Source: an optimization exercise on an open RTL-to-GDS flow (aim: small area and a short achievable clock period). Production flows keep margins and buffers that such runs may drop.
At most, simulation tests tie the RTL to the original design; equivalence was not proved.
Only the layout flow was run in runs 1 and 4; the RTL was not checked for function there.

==> flow/design.v (outline; a module is shown in full before it is edited, if it fits) <==
// module BigALU: 116 lines
// module ExpSub: 22 lines
// module PfxGP: 4 lines
// module PfxG: 3 lines
// module Inc23: 14 lines
// module NormalizedDecoder: 38 lines
// module AddOp: 78 lines
// module MultiOp: 31 lines
// module MulOut: 16 lines
// module MulCore: 942 lines
// module MulFA: 4 lines
// module MulBoothEnc: 4 lines
// module MulBoothPP: 3 lines
// module MulBoothPP2: 4 lines
// module MulHA: 4 lines
// module MulCPA: 216 lines
// module FP_ALU_SYN: 85 lines
module FP_ALU_SYN (
    output [31:0] out,
    output under_overflow,
    output zero,
    input  [31:0] para1,
    input  [31:0] para2,
    input  [1:0]  ALU_op,
    input  clk
);
  // ...
==> flow/flow/run.sh <==
#!/bin/bash
# Standard synthesis and layout, with two changes to how the layout is made
# (the clock period and constraints are the design's):
#  - every port still gets a buffer, but a buf_4 rather than the default
#    delay-type buffer;
#  - timing repair is asked to keep a larger setup margin than the flow
#    settings allow, so that it sizes and buffers the long paths.
set -euo pipefail
bash standard.sh synth > synth.log 2>&1
bash standard.sh finish SETUP_SLACK_MARGIN=10.5 TNS_END_PERCENT=100 \
    "BUFFER_PORTS_ARGS=-buffer_cell sky130_fd_sc_hd__buf_4" > layout.log 2>&1
==> flow/standard.sh <==
#!/bin/bash
# synth_recipe.tcl (not shown) runs the flow's synth.tcl, then flattens the netlist and writes it again
# the make line also repeats each setting of config.mk as NAME=value (left out here)
make -C /OpenROAD-flow-scripts/flow DESIGN_CONFIG=/design/flow/config.mk WORK_HOME=/design/flow/orfs CLKGATE_MAP_FILE= SYNTH_SCRIPT=/design/flow/synth_recipe.tcl "${@:-finish}"
==> flow/config.mk <==
export PLATFORM = sky130hd
export DESIGN_NAME = FP_ALU_SYN
export DESIGN_NICKNAME = FP_ALU_SYN
export VERILOG_FILES = /design/flow/design.v
export SDC_FILE = /design/flow/constraint.sdc
export NUM_CORES = 4
export LEC_CHECK = 0
export CAP_MARGIN = 20
export CORE_MARGIN = 2
export CORE_UTILIZATION = 40
export SLEW_MARGIN = 20
export SYNTH_HIERARCHICAL = 1
==> flow/constraint.sdc <==
create_clock -name core_clock -period 16.0 [get_ports {clk}]
set_input_delay 3.2000 -clock core_clock [delete_from_list [all_inputs] [get_ports {clk}]]
set_output_delay 3.2000 -clock core_clock [all_outputs]
set_load 0.01 [all_outputs]
==> results.toml, run 1 <==
[outcome]
status = "finished clean"

[logic_synthesis]
syn_area_um2 = 30190
syn_inst = 3286

[global_route]
grt_pass1_wl_mm = 167.8
antenna_found_initial = 0
grtUsageTotal_pct = 27.90
grt_use_met2_pct = 45.83

[critical_path]
reg2reg_from = "dz_ff"
critPathSlowestCell = "or4_4"
reg2reg_slack_ps = 10380
crit_chain = "and2_4 > a22o_1 > or4_4 > a211oi_2 > and4_1 > and4_1 > buf_4"
end_kind = "primary output"

[finish]
nonClkBufAreaFrac_pct = 8.167
fillers = 7151
fin_util_pct = 47.41
nClkBuffers = 18
reg_top3 = "add_r (32), op1_ff (32), mh_r (25)"

[route]
ant_nets = 0
wl_met3_mm = 8.682
dr_total_vias = 27600

[floorplan]
die_w_um = 278.7
num_rows = 100

[min_path]
hold_depth = 1
hold_path.class = "flop to flop"

[clock_network]
holdBufCountCts = 0

[run]
cap_violations = 0

[timing]
worst_pin_slew_ps = 1037
==> module ExpSub, before the edit <==
module ExpSub (
    output [5:0] out,
    input  [4:0] op1,
    input  [4:0] op2,
    input  cin
);
wire [4:0] p0 = op1 ^ op2;
wire [4:0] g0 = op1 & op2;
wire c0;
PfxG cg0 (.g(c0), .gh(g0[0]), .ph(p0[0]), .gl(cin));
wire G1;
PfxG c1 (.g(G1), .gh(g0[1]), .ph(p0[1]), .gl(c0));
wire G2, P2;
PfxGP c2 (.g(G2), .p(P2), .gh(g0[3]), .ph(p0[3]), .gl(g0[2]), .pl(p0[2]));
wire G3;
PfxG c3 (.g(G3), .gh(g0[2]), .ph(p0[2]), .gl(G1));
wire G4;
PfxG c4 (.g(G4), .gh(G2), .ph(P2), .gl(G1));
wire G5;
PfxG c5 (.g(G5), .gh(g0[4]), .ph(p0[4]), .gl(G4));
assign out = {G5, p0[4] ^ G4, p0[3] ^ G3, p0[2] ^ G1, p0[1] ^ c0, p0[0] ^ cin};
endmodule
==> module AddOp, before the edit <==
module AddOp (
    output reg [31:0] out,
    output reg under_overflow,
    input  [31:0] op1,
    input  [31:0] op2,
    input  [4:0]  d,
    input         big,
    input         dz,
    input         d1
);
wire        sub = op1[31] ^ op2[31];
wire [7:0]  E1  = op1[30:23];
wire [23:0] S1  = {1'b1, op1[22:0]};
wire [23:0] S2  = {1'b1, op2[22:0]};
wire is_result_zero = sub && (op1[30:0] == op2[30:0]);
wire add_with_zero  = ~|op2[30:0];
wire near = sub & (dz | d1 | big);
wire [24:0] aligned = {S2, 1'b0} >> d;
wire [23:0] U = big ? 24'd0 : aligned[24:1];
wire        r = ~big & aligned[0];
wire [24:0] R;
BigALU far_alu (.out(R), .op1(S1), .op2(U ^ {24{sub}}), .cin(r ^ sub));
wire [22:0] R_inc;
Inc23 rinc (.out(R_inc), .in(R[23:1]), .cin(R[0]));
wire        add_of = (E1 == 8'd254);
wire [7:0]  E1p1 = E1 + 8'd1;
wire [7:0]  E1m1 = E1 - 8'd1;
reg [31:0] far_out;
reg        far_uo;
always @(*) begin
    far_out = {op1[31], 31'd0};
    far_uo  = 1'b0;
    if (!sub) begin
        if (R[24]) begin
            far_uo = add_of;
            far_out[30:0] = {E1p1, add_of ? 23'd0 : R_inc};
        end
        else
            far_out[30:0] = {E1, R[22:0]};
    end
    else if (R[23]) begin
        far_uo = (E1 == 8'd0);
        far_out[30:0] = far_uo ? {8'hff, 23'd0} : {E1, R[22:0]};
    end
    else begin
        far_uo = (E1[7:1] == 7'd0);
        far_out[30:0] = far_uo ? {8'hff, 23'd0} : {E1m1, R[21:0], 1'b0};
    end
end
wire [23:0] nA  = big ? 24'd0 : S1;
wire [23:0] nB  = big ? S1 : (dz ? S2 : {1'b0, S2[23:1]});
wire        nci = big | dz | ~S2[0];
wire [24:0] Dsum;
BigALU near_alu (.out(Dsum), .op1(nA), .op2(~nB), .cin(nci));
wire [22:0] norm_frac;
wire [4:0]  shift;
NormalizedDecoder nd (.result(norm_frac), .shift_times(shift), .in(Dsum[23:0]));
wire [5:0] e_lo;
ExpSub esub (.out(e_lo), .op1(E1[4:0]), .op2(~shift), .cin(1'b1));
wire [2:0] E1_hi_m1 = E1[7:5] - 3'd1;
wire [7:0] e_sub = {e_lo[5] ? E1[7:5] : E1_hi_m1, e_lo[4:0]};
wire [24:0] e_le;
genvar k;
generate for (k = 0; k < 25; k = k + 1) begin : le
    assign e_le[k] = E1 <= k;
end endgenerate
wire       near_uo = e_le[shift];
wire [31:0] near_out = {op1[31], e_sub | {8{near_uo}}, norm_frac & {23{~near_uo}}};
wire sel_or   = ~is_result_zero & add_with_zero;
wire sel_near = ~is_result_zero & ~add_with_zero & near;
wire sel_far  = ~is_result_zero & ~add_with_zero & ~near;
always @(*) begin
    out = ({32{sel_or}}   & (op1 | op2))
        | ({32{sel_near}} & near_out)
        | ({32{sel_far}}  & far_out);
    under_overflow = (sel_near & near_uo) | (sel_far & far_uo);
end
endmodule
==> module MultiOp, before the edit <==
module MultiOp (
    output [24:0] h,
    output [8:0]  top0,       
    output [8:0]  top1,       
    output        keep0,      
    output        keep1,
    output        uo0,        
    output        uo1,
    input  [31:0] para1,
    input  [31:0] para2,
    input  [11:0] one,        
    input  [11:0] two,        
    input  [11:0] neg
);
MulCore core (.p(h), .fa(para1[22:0]), .fb(para2[22:0]), .one(one), .two(two), .neg(neg));
wire [8:0] es = para1[30:23] + para2[30:23];
wire [8:0] e0 = es - 9'd127;
wire [8:0] e1 = es - 9'd126;
wire of0 = es >= 9'd382;
wire of1 = es >= 9'd381;
wire uf0 = es < 9'd127;
wire uf1 = es < 9'd126;
wire mzero = ~|para1 | ~|para2;
wire sgn   = para1[31] ^ para2[31];
assign top0  = mzero ? 9'h000 : uf0 ? 9'h1ff : of0 ? 9'h0ff : {sgn, e0[7:0]};
assign top1  = mzero ? 9'h000 : uf1 ? 9'h1ff : of1 ? 9'h0ff : {sgn, e1[7:0]};
assign keep0 = ~(mzero | uf0 | of0);
assign keep1 = ~(mzero | uf1 | of1);
assign uo0   = ~mzero & (uf0 | of0);
assign uo1   = ~mzero & (uf1 | of1);
endmodule
==> module FP_ALU_SYN, before the edit <==
module FP_ALU_SYN (
    output [31:0] out,
    output under_overflow,
    output zero,
    input  [31:0] para1,
    input  [31:0] para2,
    input  [1:0]  ALU_op,
    input  clk
);
wire [31:0] p2_eff = {para2[31] ^ (ALU_op == 2'b01), para2[30:0]};
wire        keep   = para1[30:0] >= para2[30:0];
wire [8:0]  d12    = {1'b0, para1[30:23]} - {1'b0, para2[30:23]};
wire [7:0]  d21    = para2[30:23] - para1[30:23];
wire [7:0]  d      = d12[8] ? d21 : d12[7:0];
wire [31:0] n2 = keep ? p2_eff : para1;
wire [24:0] bx1 = {1'b1, para1[22:0], 1'b0};
wire [24:0] bx2 = {1'b1, para2[22:0], 1'b0};
wire [11:0] one1, two1, one2, two2;
genvar j;
generate for (j = 0; j < 12; j = j + 1) begin : booth
    assign one1[j] = bx1[2*j+1] ^ bx1[2*j];
    assign two1[j] = (bx1[2*j+2] & ~bx1[2*j+1] & ~bx1[2*j]) | (~bx1[2*j+2] & bx1[2*j+1] & bx1[2*j]);
    assign one2[j] = bx2[2*j+1] ^ bx2[2*j];
    assign two2[j] = (bx2[2*j+2] & ~bx2[2*j+1] & ~bx2[2*j]) | (~bx2[2*j+2] & bx2[2*j+1] & bx2[2*j]);
end endgenerate
wire [11:0] one_n = keep ? one2 : one1;
wire [11:0] two_n = keep ? two2 : two1;
wire [11:0] neg_n = {1'b1, n2[21], n2[19], n2[17], n2[15], n2[13], n2[11],
                     n2[9], n2[7], n2[5], n2[3], n2[1]};
reg [31:0] op1_ff, op2_ff;
reg [11:0] one_ff, two_ff;
reg [10:0] neg_ff;
reg [1:0]  ALU_op_ff;
reg [4:0]  d_ff;
reg        big_ff, dz_ff, d1_ff;
always @(posedge clk) begin
    op1_ff    <= keep ? para1  : p2_eff;
    op2_ff    <= n2;
    one_ff    <= one_n;
    two_ff    <= two_n;
    neg_ff    <= neg_n[10:0];
    ALU_op_ff <= ALU_op;
    d_ff      <= d[4:0];
    big_ff    <= d > 8'd24;
    dz_ff     <= d == 8'd0;
    d1_ff     <= d == 8'd1;
end
wire [31:0] add_result;
wire        add_under_overflow;
wire [24:0] mh;
wire [8:0]  mtop0, mtop1;
wire        mkeep0, mkeep1, muo0, muo1;
AddOp   add   (.out(add_result), .under_overflow(add_under_overflow),
               .op1(op1_ff), .op2(op2_ff), .d(d_ff), .big(big_ff),
               .dz(dz_ff), .d1(d1_ff));
MultiOp multi (.h(mh), .top0(mtop0), .top1(mtop1), .keep0(mkeep0), .keep1(mkeep1),
               .uo0(muo0), .uo1(muo1), .para1(op1_ff), .para2(op2_ff),
               .one(one_ff), .two(two_ff), .neg({1'b1, neg_ff}));
reg [31:0] add_r;
reg        add_uo_r;
reg [24:0] mh_r;
reg [8:0]  mtop0_r, mtop1_r;
reg        mkeep0_r, mkeep1_r, muo0_r, muo1_r;
reg        sel_add, sel_mul;
always @(posedge clk) begin
    add_r    <= add_result;
    add_uo_r <= add_under_overflow;
    mh_r     <= mh;
    mtop0_r  <= mtop0;
    mtop1_r  <= mtop1;
    mkeep0_r <= mkeep0;
    mkeep1_r <= mkeep1;
    muo0_r   <= muo0;
    muo1_r   <= muo1;
    sel_add  <= ~ALU_op_ff[1];
    sel_mul  <= ALU_op_ff == 2'b10;
end
wire [31:0] mul_out;
wire        mul_uo;
MulOut mout (.out(mul_out), .under_overflow(mul_uo), .h(mh_r), .top0(mtop0_r), .top1(mtop1_r),
             .keep0(mkeep0_r), .keep1(mkeep1_r), .uo0(muo0_r), .uo1(muo1_r));
assign out = ({32{sel_add}} & add_r) | ({32{sel_mul}} & mul_out);
assign under_overflow = (sel_add & add_uo_r) | (sel_mul & mul_uo);
assign zero = ~|out;
endmodule
==> inputs of run 2 (changes only) <==
--- a/flow/design.v
+++ b/flow/design.v
@@ -110,36 +110,50 @@
 PfxG c50 (.g(G50), .gh(G34), .ph(P34), .gl(G44));
 wire G51;
 PfxG c51 (.g(G51), .gh(G35), .ph(P35), .gl(G44));
 wire G52;
 PfxG c52 (.g(G52), .gh(G36), .ph(P36), .gl(G44));
 assign out = {G52, p0[23] ^ G51, p0[22] ^ G50, p0[21] ^ G49, p0[20] ^ G48, p0[19] ^ G47, p0[18] ^ G46, p0[17] ^ G45, p0[16] ^ G44, p0[15] ^ G43, p0[14] ^ G42, p0[13] ^ G41, p0[12] ^ G40, p0[11] ^ G39, p0[10] ^ G38, p0[9] ^ G37, p0[8] ^ G28, p0[7] ^ G27, p0[6] ^ G26, p0[5] ^ G25, p0[4] ^ G14, p0[3] ^ G13, p0[2] ^ G1, p0[1] ^ c0, p0[0] ^ cin};
 endmodule
 module ExpSub (
-    output [5:0] out,
-    input  [4:0] op1,
-    input  [4:0] op2,
+    output [8:0] out,
+    input  [7:0] op1,
+    input  [7:0] op2,
     input  cin
 );
-wire [4:0] p0 = op1 ^ op2;
-wire [4:0] g0 = op1 & op2;
+wire [7:0] p0 = op1 ^ op2;
+wire [7:0] g0 = op1 & op2;
 wire c0;
 PfxG cg0 (.g(c0), .gh(g0[0]), .ph(p0[0]), .gl(cin));
 wire G1;
 PfxG c1 (.g(G1), .gh(g0[1]), .ph(p0[1]), .gl(c0));
 wire G2, P2;
 PfxGP c2 (.g(G2), .p(P2), .gh(g0[3]), .ph(p0[3]), .gl(g0[2]), .pl(p0[2]));
-wire G3;
-PfxG c3 (.g(G3), .gh(g0[2]), .ph(p0[2]), .gl(G1));
-wire G4;
-PfxG c4 (.g(G4), .gh(G2), .ph(P2), .gl(G1));
+wire G3, P3;
+PfxGP c3 (.g(G3), .p(P3), .gh(g0[5]), .ph(p0[5]), .gl(g0[4]), .pl(p0[4]));
+wire G4, P4;
+PfxGP c4 (.g(G4), .p(P4), .gh(g0[7]), .ph(p0[7]), .gl(g0[6]), .pl(p0[6]));
 wire G5;
-PfxG c5 (.g(G5), .gh(g0[4]), .ph(p0[4]), .gl(G4));
-assign out = {G5, p0[4] ^ G4, p0[3] ^ G3, p0[2] ^ G1, p0[1] ^ c0, p0[0] ^ cin};
+PfxG c5 (.g(G5), .gh(g0[2]), .ph(p0[2]), .gl(G1));
+wire G6;
+PfxG c6 (.g(G6), .gh(G2), .ph(P2), .gl(G1));
+wire G7, P7;
+PfxGP c7 (.g(G7), .p(P7), .gh(g0[6]), .ph(p0[6]), .gl(G3), .pl(P3));
+wire G8, P8;
+PfxGP c8 (.g(G8), .p(P8), .gh(G4), .ph(P4), .gl(G3), .pl(P3));
+wire G9;
+PfxG c9 (.g(G9), .gh(g0[4]), .ph(p0[4]), .gl(G6));
+wire G10;
+PfxG c10 (.g(G10), .gh(G3), .ph(P3), .gl(G6));
+wire G11;
+PfxG c11 (.g(G11), .gh(G7), .ph(P7), .gl(G6));
+wire G12;
+PfxG c12 (.g(G12), .gh(G8), .ph(P8), .gl(G6));
+assign out = {G12, p0[7] ^ G11, p0[6] ^ G10, p0[5] ^ G9, p0[4] ^ G6, p0[3] ^ G5, p0[2] ^ G1, p0[1] ^ c0, p0[0] ^ cin};
 endmodule
 module PfxGP (output g, output p, input gh, input ph, input gl, input pl);
 assign g = gh | (ph & gl);
 assign p = ph & pl;
 endmodule
 module PfxG (output g, input gh, input ph, input gl);
 assign g = gh | (ph & gl);
 endmodule
@@ -247,20 +261,19 @@
 wire [23:0] nA  = big ? 24'd0 : S1;
 wire [23:0] nB  = big ? S1 : (dz ? S2 : {1'b0, S2[23:1]});
 wire        nci = big | dz | ~S2[0];
 wire [24:0] Dsum;
 BigALU near_alu (.out(Dsum), .op1(nA), .op2(~nB), .cin(nci));
 wire [22:0] norm_frac;
 wire [4:0]  shift;
 NormalizedDecoder nd (.result(norm_frac), .shift_times(shift), .in(Dsum[23:0]));
-wire [5:0] e_lo;
-ExpSub esub (.out(e_lo), .op1(E1[4:0]), .op2(~shift), .cin(1'b1));
-wire [2:0] E1_hi_m1 = E1[7:5] - 3'd1;
-wire [7:0] e_sub = {e_lo[5] ? E1[7:5] : E1_hi_m1, e_lo[4:0]};
+wire [8:0] e_sum;
+ExpSub esub (.out(e_sum), .op1(E1), .op2({3'b111, ~shift}), .cin(1'b1));
+wire [7:0] e_sub = e_sum[7:0];
 wire [24:0] e_le;
 genvar k;
 generate for (k = 0; k < 25; k = k + 1) begin : le
     assign e_le[k] = E1 <= k;
 end endgenerate
 wire       near_uo = e_le[shift];
 wire [31:0] near_out = {op1[31], e_sub | {8{near_uo}}, norm_frac & {23{~near_uo}}};
 wire sel_or   = ~is_result_zero & add_with_zero;
@@ -277,22 +290,19 @@
     output [24:0] h,
     output [8:0]  top0,       
     output [8:0]  top1,       
     output        keep0,      
     output        keep1,
     output        uo0,        
     output        uo1,
     input  [31:0] para1,
-    input  [31:0] para2,
-    input  [11:0] one,        
-    input  [11:0] two,        
-    input  [11:0] neg
+    input  [31:0] para2
 );
-MulCore core (.p(h), .fa(para1[22:0]), .fb(para2[22:0]), .one(one), .two(two), .neg(neg));
+MulCore core (.p(h), .fa(para1[22:0]), .fb(para2[22:0]));
 wire [8:0] es = para1[30:23] + para2[30:23];
 wire [8:0] e0 = es - 9'd127;
 wire [8:0] e1 = es - 9'd126;
 wire of0 = es >= 9'd382;
 wire of1 = es >= 9'd381;
 wire uf0 = es < 9'd127;
 wire uf1 = es < 9'd126;
 wire mzero = ~|para1 | ~|para2;
@@ -318,59 +328,56 @@
 wire norm = h[24];
 assign under_overflow = norm ? uo1 : uo0;
 assign out[31:23]     = norm ? top1 : top0;
 assign out[22:0]      = norm ? (h[23:1] & {23{keep1}}) : (h[22:0] & {23{keep0}});
 endmodule
 module MulCore (
     output [24:0] p,
     input  [22:0] fa,
-    input  [22:0] fb,
-    input  [11:0] one,    
-    input  [11:0] two,    
-    input  [11:0] neg     
+    input  [22:0] fb
 );
 wire [23:0] a = {1'b1, fa};
 wire [23:0] b = {1'b1, fb};
-wire one0 = one[0];
-wire two0 = two[0];
-wire neg0 = neg[0];
-wire one1 = one[1];
-wire two1 = two[1];
-wire neg1 = neg[1];
-wire one2 = one[2];
-wire two2 = two[2];
-wire neg2 = neg[2];
-wire one3 = one[3];
-wire two3 = two[3];
-wire neg3 = neg[3];
-wire one4 = one[4];
-wire two4 = two[4];
-wire neg4 = neg[4];
-wire one5 = one[5];
-wire two5 = two[5];
-wire neg5 = neg[5];
-wire one6 = one[6];
-wire two6 = two[6];
-wire neg6 = neg[6];
-wire one7 = one[7];
-wire two7 = two[7];
-wire neg7 = neg[7];
-wire one8 = one[8];
-wire two8 = two[8];
-wire neg8 = neg[8];
-wire one9 = one[9];
-wire two9 = two[9];
-wire neg9 = neg[9];
-wire one10 = one[10];
-wire two10 = two[10];
-wire neg10 = neg[10];
-wire one11 = one[11];
-wire two11 = two[11];
-wire neg11 = neg[11];
+wire one0, two0;
+MulBoothEnc e0 (.one(one0), .two(two0), .b2(b[1]), .b1(b[0]), .b0(1'b0));
+wire neg0 = b[1];
+wire one1, two1;
+MulBoothEnc e1 (.one(one1), .two(two1), .b2(b[3]), .b1(b[2]), .b0(b[1]));
+wire neg1 = b[3];
+wire one2, two2;
+MulBoothEnc e2 (.one(one2), .two(two2), .b2(b[5]), .b1(b[4]), .b0(b[3]));
+wire neg2 = b[5];
+wire one3, two3;
+MulBoothEnc e3 (.one(one3), .two(two3), .b2(b[7]), .b1(b[6]), .b0(b[5]));
+wire neg3 = b[7];
+wire one4, two4;
+MulBoothEnc e4 (.one(one4), .two(two4), .b2(b[9]), .b1(b[8]), .b0(b[7]));
+wire neg4 = b[9];
+wire one5, two5;
+MulBoothEnc e5 (.one(one5), .two(two5), .b2(b[11]), .b1(b[10]), .b0(b[9]));
+wire neg5 = b[11];
+wire one6, two6;
+MulBoothEnc e6 (.one(one6), .two(two6), .b2(b[13]), .b1(b[12]), .b0(b[11]));
+wire neg6 = b[13];
+wire one7, two7;
+MulBoothEnc e7 (.one(one7), .two(two7), .b2(b[15]), .b1(b[14]), .b0(b[13]));
+wire neg7 = b[15];
+wire one8, two8;
+MulBoothEnc e8 (.one(one8), .two(two8), .b2(b[17]), .b1(b[16]), .b0(b[15]));
+wire neg8 = b[17];
+wire one9, two9;
+MulBoothEnc e9 (.one(one9), .two(two9), .b2(b[19]), .b1(b[18]), .b0(b[17]));
+wire neg9 = b[19];
+wire one10, two10;
+MulBoothEnc e10 (.one(one10), .two(two10), .b2(b[21]), .b1(b[20]), .b0(b[19]));
+wire neg10 = b[21];
+wire one11 = b[22] ^ b[21];
+wire two11 = (b[23] & ~b[22] & ~b[21]) | (~b[23] & b[22] & b[21]);
+wire neg11 = b[23];
 wire pp0_0 = ((a[0] & one0) | (1'b0 & two0)) ^ neg0;
 wire pp0_1, pp0_2;
 MulBoothPP2 q0_1 (.p({pp0_2, pp0_1}), .a2(a[2]), .a1(a[1]), .a0(a[0]), .one(one0), .two(two0), .neg(neg0));
 wire pp0_3, pp0_4;
 MulBoothPP2 q0_3 (.p({pp0_4, pp0_3}), .a2(a[4]), .a1(a[3]), .a0(a[2]), .one(one0), .two(two0), .neg(neg0));
 wire pp0_5, pp0_6;
 MulBoothPP2 q0_5 (.p({pp0_6, pp0_5}), .a2(a[6]), .a1(a[5]), .a0(a[4]), .one(one0), .two(two0), .neg(neg0));
 wire pp0_7, pp0_8;
@@ -1503,63 +1510,42 @@
     output zero,
     input  [31:0] para1,
     input  [31:0] para2,
     input  [1:0]  ALU_op,
     input  clk
 );
 wire [31:0] p2_eff = {para2[31] ^ (ALU_op == 2'b01), para2[30:0]};
 wire        keep   = para1[30:0] >= para2[30:0];
-wire [8:0]  d12    = {1'b0, para1[30:23]} - {1'b0, para2[30:23]};
+wire [7:0]  d12    = para1[30:23] - para2[30:23];
 wire [7:0]  d21    = para2[30:23] - para1[30:23];
-wire [7:0]  d      = d12[8] ? d21 : d12[7:0];
-wire [31:0] n2 = keep ? p2_eff : para1;
-wire [24:0] bx1 = {1'b1, para1[22:0], 1'b0};
-wire [24:0] bx2 = {1'b1, para2[22:0], 1'b0};
-wire [11:0] one1, two1, one2, two2;
-genvar j;
-generate for (j = 0; j < 12; j = j + 1) begin : booth
-    assign one1[j] = bx1[2*j+1] ^ bx1[2*j];
-    assign two1[j] = (bx1[2*j+2] & ~bx1[2*j+1] & ~bx1[2*j]) | (~bx1[2*j+2] & bx1[2*j+1] & bx1[2*j]);
-    assign one2[j] = bx2[2*j+1] ^ bx2[2*j];
-    assign two2[j] = (bx2[2*j+2] & ~bx2[2*j+1] & ~bx2[2*j]) | (~bx2[2*j+2] & bx2[2*j+1] & bx2[2*j]);
-end endgenerate
-wire [11:0] one_n = keep ? one2 : one1;
-wire [11:0] two_n = keep ? two2 : two1;
-wire [11:0] neg_n = {1'b1, n2[21], n2[19], n2[17], n2[15], n2[13], n2[11],
-                     n2[9], n2[7], n2[5], n2[3], n2[1]};
+wire [7:0]  d      = keep ? d12 : d21;
 reg [31:0] op1_ff, op2_ff;
-reg [11:0] one_ff, two_ff;
-reg [10:0] neg_ff;
 reg [1:0]  ALU_op_ff;
 reg [4:0]  d_ff;
 reg        big_ff, dz_ff, d1_ff;
 always @(posedge clk) begin
     op1_ff    <= keep ? para1  : p2_eff;
-    op2_ff    <= n2;
-    one_ff    <= one_n;
-    two_ff    <= two_n;
-    neg_ff    <= neg_n[10:0];
+    op2_ff    <= keep ? p2_eff : para1;
     ALU_op_ff <= ALU_op;
     d_ff      <= d[4:0];
     big_ff    <= d > 8'd24;
     dz_ff     <= d == 8'd0;
     d1_ff     <= d == 8'd1;
 end
 wire [31:0] add_result;
 wire        add_under_overflow;
 wire [24:0] mh;
 wire [8:0]  mtop0, mtop1;
 wire        mkeep0, mkeep1, muo0, muo1;
 AddOp   add   (.out(add_result), .under_overflow(add_under_overflow),
                .op1(op1_ff), .op2(op2_ff), .d(d_ff), .big(big_ff),
                .dz(dz_ff), .d1(d1_ff));
 MultiOp multi (.h(mh), .top0(mtop0), .top1(mtop1), .keep0(mkeep0), .keep1(mkeep1),
-               .uo0(muo0), .uo1(muo1), .para1(op1_ff), .para2(op2_ff),
-               .one(one_ff), .two(two_ff), .neg({1'b1, neg_ff}));
+               .uo0(muo0), .uo1(muo1), .para1(op1_ff), .para2(op2_ff));
 reg [31:0] add_r;
 reg        add_uo_r;
 reg [24:0] mh_r;
 reg [8:0]  mtop0_r, mtop1_r;
 reg        mkeep0_r, mkeep1_r, muo0_r, muo1_r;
 reg        sel_add, sel_mul;
 always @(posedge clk) begin
     add_r    <= add_result;
==> flow/flow/run.sh (replaced) <==
#!/bin/bash
# Standard synthesis and layout, with two changes to how the layout is made
# (the clock period and constraints are the design's):
#  - every port still gets a buffer, but a buf_4 rather than the default
#    delay-type buffer;
#  - timing repair is asked to keep a larger setup margin than the flow
#    settings allow, so that it sizes and buffers the long paths.
set -euo pipefail
bash standard.sh synth > synth.log 2>&1
bash standard.sh finish SETUP_SLACK_MARGIN=10.0 TNS_END_PERCENT=100 \
    "BUFFER_PORTS_ARGS=-buffer_cell sky130_fd_sc_hd__buf_4" > layout.log 2>&1
==> flow/config.mk (replaced) <==
export PLATFORM = sky130hd
export DESIGN_NAME = FP_ALU_SYN
export DESIGN_NICKNAME = FP_ALU_SYN
export VERILOG_FILES = /design/flow/design.v
export SDC_FILE = /design/flow/constraint.sdc
export NUM_CORES = 4
export LEC_CHECK = 0
export CAP_MARGIN = 20
export CORE_MARGIN = 2
export CORE_UTILIZATION = 40
export CTS_BUF_LIST = sky130_fd_sc_hd__clkbuf_4 sky130_fd_sc_hd__clkbuf_8
export SLEW_MARGIN = 20
export SYNTH_HIERARCHICAL = 1
==> results.toml, run 2 <==
[outcome]
status = "finished clean"

[route]
drc = 0
drt_iter0_markers = 2942
wirelength_mm = 108.2
wl_per_cell_um = 24.92
ant_nets = 0
dr_total_vias = 26590
via_per_inst = 6.121
dr.pass1.iters = 6

[timing]
slew_headroom_pct = 26.59
finClkSkew_ps = 27.16
holdWs_ps = 379.2
worst_pin_slew_ps = 1100
finalMaxSlewViolations = 0
max_freq_ghz = 0.1704
finalHoldViolCount = 0
tns_ps = 0
period_needed_ps = 5870
finalCritPeriodShare_pct = 36.69
rsz0062_at_grt = "false"
setup_viol = 0
worst_slack_ps = 10130

[global_route]
antenna_found_initial = 1
grt_pass1_vias = 25310
grt_max_degree = 78
grt.overflow.total = 0
grtUsageTotal_pct = 28.36
grt_pass1_wl_mm = 161.0

[critical_path]
cp_max_fo = 14
cp-start-kind = "flop"
worstSetupPathType = "flop to flop"
end_kind = "flop"
worstPathArrival_ps = 6280
critPathRequiredTime_ps = 16410

[clock_network]
cts_buffers = 17
numClockSinks = 156
clk_path_buf_depth = 2
clkLatencyLatePin_ps = 550
h-tree-depth = 4
cts-root-buf = "clkbuf_8"
clk_pin_slew_ps = 100
holdBufCountCts = 0
cts_tree = "yes"

[finish]
reg_top3 = "add_r (32), op1_ff (32), op2_ff (32)"
nets = 3936
drive_gt1_share_pct = 16.89
most-common-layout-cells = "xnor2_1 (355), a22oi_1 (268), fa_1 (259), buf_4 (246), ha_1 (229)"
layout_commonest_cell = "xnor2_1"
fin_util_pct = 47.07
area_growth_pct = 16.19

[min_path]
hold_path.class = "flop to flop"

[floorplan]
start_util_pct = 40.51
num_rows = 98
die_area_um2 = 74700
die_w_um = 273.3
ios = 101
die_y_um = 273.3
core-area_um2 = 71610

[place]
place_ws_ps = 8577
dp_hpwl_mm = 71.58
io_buffer_count = 100
gp_congestion = 0.9376

[logic_synthesis]
ys_warn_count = 8
syn_inst = 3146
synth_area_per_cell_um2 = 9.222
syn_area_um2 = 29010

[run]
cap_violations = 0
==> run 2: cell types whose count changed in the layout (fill, tap and decap cells not counted), sizes merged, moves of 25 or more <==
cell,before,now
nor2,159,118
a221o,13,58
nand3,27,52
o21ai,62,97
nor2b,36,9
a21oi,130,82
mux2i,107,71
==> run 2: path summary, 6_finish.rpt <==
check / from / endpoint / slack, ps / cells past startpoint
max reg2reg: dz_ff / add_r[24] / 10130 / 23
max: dz_ff / add_r[24] / 10130 / 23
min: ALU_op_ff[0] / sel_mul / 380 / 1
min reg2reg: ALU_op_ff[0] / sel_mul / 380 / 1
==> run 2: critical path, cell delays in order, from the launching register on <==
cell      delay (ps)
dfxtp_4          370
buf_12           100
mux2i_1          170
nor2_1            50
a21oi_1          140
ha_1             280
a21o_1           210
a21o_1           240
a21o_4           270
a21o_4           250
a21o_4           250
a21o_1           210
xor2_4           190
or4_4            610
nor2_4           200
and3_2           440
nor2_2           140
nor2b_1          200
a211oi_1          70
a211oi_1         400
o211ai_4         140
buf_4            190
o31ai_1          420
o211ai_1         170
==> run 2: what timing repair did <==
action,4_1_cts,5_1_grt
gates cloned,4,10
resized for setup,81,64
hold endpoints to repair,0,0
setup buffers,35,65
endpoints found under the setup margin,57,50
pin swaps,7,23
==> run 2: cell type report <==
type	instances	area [um2]
clock buffers	19	255.2
multi-input cells	2706	25260
flip-flops and latches	156	3184
well taps	950	1189
diodes	1	2.502
repair buffers	304	2948
clock inverters	13	127.6
inverters	195	740.7
fillers	6977	37900
==> run 2: layer usage <==
metal / routed length (um) / GRT usage (%) / share of wire [%] / vias up
li1: - / - / - / 11930
met1: 47400 / 40.90 / 44 / 12990
met2: 45130 / 41.25 / 42 / 1453
met3: 10590 / 4.632 / 9.8 / 219
met4: 5114 / 12.93 / 4.7 / 0
met5: 0 / 0 / 0 / -
==> run 2: per-stage QoR <==
step	std cells	area, um2
finish	4344	33710
global placement	4197	31320
floorplan	3176	29260
detailed placement	4197	31320
global route	4344	33710
CTS	4268	32640
==> inputs of run 3 (changes only) <==
--- a/flow/config.mk
+++ b/flow/config.mk
@@ -8,6 +8,5 @@
 export CAP_MARGIN = 20
 export CORE_MARGIN = 2
 export CORE_UTILIZATION = 40
-export CTS_BUF_LIST = sky130_fd_sc_hd__clkbuf_4 sky130_fd_sc_hd__clkbuf_8
 export SLEW_MARGIN = 20
 export SYNTH_HIERARCHICAL = 1
==> results.toml, run 3 <==
[finish]
nets = 3921
most-common-layout-cells = "xnor2_1 (355), a22oi_1 (268), fa_1 (259), buf_4 (233), ha_1 (229)"
area_growth_pct = 16.52
fillers = 6957
reg_top3 = "add_r (32), op1_ff (32), op2_ff (32)"
fin_area_um2 = 33800
drive_gt1_share_pct = 16.55
layout_commonest_cell = "xnor2_1"

[floorplan]
die_area_um2 = 74700
ios = 101
num_rows = 98
die_y_um = 273.3
die_w_um = 273.3
core-area_um2 = 71610
start_util_pct = 40.51

[route]
wirelength_mm = 107.8
wl_met3_mm = 10.85
ant_nets = 0
drc = 0
highest_layer = "met4"
via_per_inst = 6.130
met1_length_mm = 46.80
drt_iter0_markers = 3043
dr.pass1.iters = 7
wl_per_cell_um = 24.89
dr_total_vias = 26540
met2RoutedLength_mm = 45.36

[logic_synthesis]
syn_area_um2 = 29010
synth_area_per_cell_um2 = 9.222
ys_warn_count = 8
syn_inst = 3146

[timing]
finalMaxSlewViolations = 0
period_needed_ps = 5839
max_freq_ghz = 0.1713
holdWs_ps = 375.5
finalCritPeriodShare_pct = 36.49
finClkSkew_ps = 21.60
tns_ps = 0
worst_pin_slew_ps = 1045
finalHoldViolCount = 0
rsz0062_at_grt = "false"
slew_headroom_pct = 30.30
setup_viol = 0

[global_route]
grt_pass1_vias = 25270
grt.overflow.total = 0
grt_pass1_wl_mm = 160.6
grt_max_degree = 78
antenna_found_initial = 0
grtUsageTotal_pct = 28.30

[critical_path]
slowest_delay_ps = 440
worstSetupPathType = "flop to flop"
end_kind = "flop"
cp-start-kind = "flop"
worstPathArrival_ps = 6180
critPathMostFrequentCell = "a21o_1"
critPathRequiredTime_ps = 16340
cp_max_fo = 20
critPathSlowestCell = "dfxtp_4"

[place]
gp_congestion = 0.9376
placed_area_um2 = 31320
dp_hpwl_mm = 71.58
io_buffer_count = 100

[clock_network]
cts-root-buf = "clkbuf_16"
cts_buffers = 17
clkLatencyLatePin_ps = 490
cts_tree = "yes"
h-tree-depth = 4
clk_path_buf_depth = 2
clk_pin_slew_ps = 70
numClockSinks = 156

[run]
cap_violations = 0

[outcome]
status = "finished clean"

[min_path]
hold_path.class = "flop to flop"
-- run 3: worst max-delay path, delay by kind of cell (launching register included) --
family	cells	cell delay (ps)
and+or+nand+nor	6	810
buffers and inverters	6	790
adders and majority gates	2	530
AOI/OAI and AO/OA	13	2780
DFF	1	440
xor gates and xnor gates	2	330
-- run 3: cell type report --
cell class              count  area, um2  share of cell area [%]
multi-input cells        2706      25290                   74.80
flip-flops and latches    156       3182                   9.412
repair buffers            289       2835                   8.387
well taps                 950       1189                   3.516
inverters                 195      740.7                   2.191
clock buffers              19      442.9                   1.310
clock inverters            13      127.6                  0.3775
diodes                      1      2.502                0.007402
-- run 3: worst paths after layout --
kind               endpoint  cells past startpoint    startpoint  slack, ps
hold / removal      sel_mul                      1  ALU_op_ff[0]        380
setup / recovery  add_r[29]                     29        big_ff      10160
setup reg to reg  add_r[29]                     29        big_ff      10160
hold reg to reg     sel_mul                      1  ALU_op_ff[0]        380
-- run 3: repair_timing --
action / 4_1_cts / 5_1_grt
setup buffers: 34 / 53
cloned: 4 / 8
hold buffers: 0 / 0
hold endpoints to repair: 0 / 0
gates resized for setup: 82 / 69
setup endpoints to repair: 57 / 52
pin swaps: 7 / 24
-- run 3: per-layer routing --
layer / vias to the layer above / global-route usage, %
met4: 0 / 12.35
met2: 1467 / 41.33
met1: 12920 / 40.93
li1: 11920 / -
met3: 231 / 4.544
met5: - / 0
-- run 3: metrics by stage --
| step | cells | utilization [%] | setup WS [ps] |
|---|---|---|---|
| after detailed placement | 4197 | 43.74 | 8577 |
| after global routing | 4328 | 47.20 | 9994 |
| after CTS | 4267 | 45.85 | 9981 |
| after global placement | 4197 | 43.74 | 8620 |
| final | 4329 | 47.21 | 10160 |
| after floorplan | 3176 | - | 10000 |
==> inputs of run 4 (changes only) <==
--- a/flow/design.v
+++ b/flow/design.v
@@ -1515,9 +1515,9 @@
 );
 wire [31:0] p2_eff = {para2[31] ^ (ALU_op == 2'b01), para2[30:0]};
 wire        keep   = para1[30:0] >= para2[30:0];
-wire [7:0]  d12    = para1[30:23] - para2[30:23];
+wire [8:0]  d12    = {1'b0, para1[30:23]} - {1'b0, para2[30:23]};
 wire [7:0]  d21    = para2[30:23] - para1[30:23];
-wire [7:0]  d      = keep ? d12 : d21;
+wire [7:0]  d      = d12[8] ? d21 : d12[7:0];
 reg [31:0] op1_ff, op2_ff;
 reg [1:0]  ALU_op_ff;
 reg [4:0]  d_ff;
==> results.toml, run 4 <==
[outcome]
status = "finished clean"

[critical_path]
cp-start-kind = "flop"
worstSetupPathType = "flop to primary output"
critPathRequiredTime_ps = 12800
end_kind = "primary output"
cp_max_fo = 12
worstPathArrival_ps = 2720

[route]
ant_nets = 0
dr_total_vias = 26550
via_per_inst = 6.158
dr.pass1.iters = 7
wl_per_cell_um = 25.53
wirelength_mm = 110.1
drc = 0
drt_iter0_markers = 2840

[global_route]
grt_max_degree = 65
antenna_found_initial = 2
grt_util_met1_pct = 39.58
met3_usage_pct = 5.754
grtUsageTotal_pct = 28.42
grt_pass1_wl_mm = 162.1
grt_use_met2_pct = 42.83
grt_pass1_vias = 25730
grt.overflow.total = 0
busiest_layer = "met2"

[clock_network]
cts_tree = "yes"
clkLatencyLatePin_ps = 480
cts-root-buf = "clkbuf_16"
numClockSinks = 156
h-tree-depth = 4
holdBufCountCts = 0
cts_buffers = 17
clk_pin_slew_ps = 70
clk_path_buf_depth = 2

[finish]
finalNonFillerCells = 4311
most-common-layout-cells = "xnor2_1 (355), a22oi_1 (269), fa_1 (255), ha_1 (229), buf_4 (226)"
reg_top3 = "add_r (32), op1_ff (32), op2_ff (32)"
fillers = 7103
area_growth_pct = 16.27
nets = 3892
ff_latch_area_um2 = 3196
layout_commonest_cell = "xnor2_1"
drive_gt1_share_pct = 16.07
multi_input_area_um2 = 25460

[place]
dp_hpwl_mm = 73.00
gp_congestion = 0.9317
dp_cells = 4177
io_buffer_count = 100

[floorplan]
die_w_um = 274.1
die_y_um = 274.1
ios = 101
core-area_um2 = 72590
start_util_pct = 40.20
die_area_um2 = 75120
num_rows = 99

[timing]
slew_headroom_pct = 43.50
finalMaxSlewViolations = 0
finClkSkew_ps = 17.60
max_freq_ghz = 0.1689
finalCritPeriodShare_pct = 37.00
rsz0062_at_grt = "false"
worst_pin_slew_ps = 844.7
setup_viol = 0
tns_ps = 0
finalHoldViolCount = 0
period_needed_ps = 5919

[logic_synthesis]
ys_warn_count = 8
syn_inst = 3117
syn_area_um2 = 29180
synth_area_per_cell_um2 = 9.361

[min_path]
hold_path.class = "flop to flop"

[run]
cap_violations = 0
==> run 4: layout make-up <==
| class | instances | area share (%) |
|---|---|---|
| Antenna cell | 4 | 0.02951 |
| Sequential cell | 156 | 9.420 |
| Timing Repair Buffer | 280 | 7.967 |
| Tap cell | 959 | 3.537 |
| Clock buffer | 18 | 1.328 |
| Multi-Input combinational cell | 2686 | 75.04 |
| Inverter | 194 | 2.195 |
| Clock inverter | 14 | 0.4832 |
==> run 4: worst max-delay path, cell delays in order, from the launching register on <==
cell and delay (ps):
dfxtp_4 410, and2_4 230, a22o_1 300, or4_1 570, a211oi_2 220, and4_1 200, and4_1 190, buf_4 120
==> run 4: through the flow <==
| stage | hold slack, ps | cell area, um2 | setup slack [ps] | utilization (%) |
|---|---|---|---|---|
| finish | 376.1 | 33920 | 10080 | 46.73 |
| global route | 385.5 | 33920 | 9999 | 46.72 |
| CTS | 377.6 | 32990 | 9973 | 45.45 |
| detailed placement | 367.4 | 31460 | 8029 | 43.35 |
| global placement | 362.9 | 31440 | 8142 | 43.31 |
| floorplan | 356.7 | 29420 | 10000 | - |
==> run 4: final timing paths <==
| path | startpoint | endpoint | slack, ps | cells after the start |
|---|---|---|---|---|
| setup / recovery | mh_r[24] | zero | 10080 | 7 |
| hold / removal | ALU_op_ff[0] | sel_mul | 380 | 1 |
| setup reg to reg | op2_ff[16] | mh_r[21] | 10120 | 19 |
| hold reg to reg | ALU_op_ff[0] | sel_mul | 380 | 1 |
==> run 4: routing by layer <==
layer / routed length, um / vias up
li1: - / 11820
met1: 47360 / 13150
met2: 47730 / 1341
met3: 10320 / 241
met4: 4659 / 0
met5: 0 / -
==> run 4: what timing repair did <==
action | in CTS | in global routing
setup buffers | 40 | 45
cloned | 3 | 10
endpoints found under the setup margin | 58 | 49
pin swaps | 10 | 25
gates resized for setup | 78 | 74

-- afterwards: timing with drivers on the ports --
In the flow no input, the clock included, has a driving cell. The finished layouts below were timed again as built, in two steps.
Step 1: set_driving_cell puts a clkbuf_16 on clk and a buf_2 on each other input, an assumption about the parent block.
Step 2 moves the port delays by t, midway between the first and last clock arrival at a register: inputs arrive t later, outputs are due t later. That takes back most of the time a late clock gives input paths.
a / b / c = no drivers / after step 1 / after step 2; a / b = the first two.
run	t (ns)	setup WS [ns]	clock arrival spread, ns
run 1	0.557	10.268 / 10.206 / 10.139	0.018 / 0.017
run 2	0.600	10.130 / 10.082 / 9.677	0.027 / 0.028
run 3	0.542	10.161 / 10.153 / 9.716	0.022 / 0.021
run 4	0.520	10.081 / 10.028 / 9.830	0.018 / 0.018
After both steps every run listed still meets setup and hold. The setup slack of run 2, which loses most, moves by -0.048 ns with the drivers and by -0.453 ns with both steps.
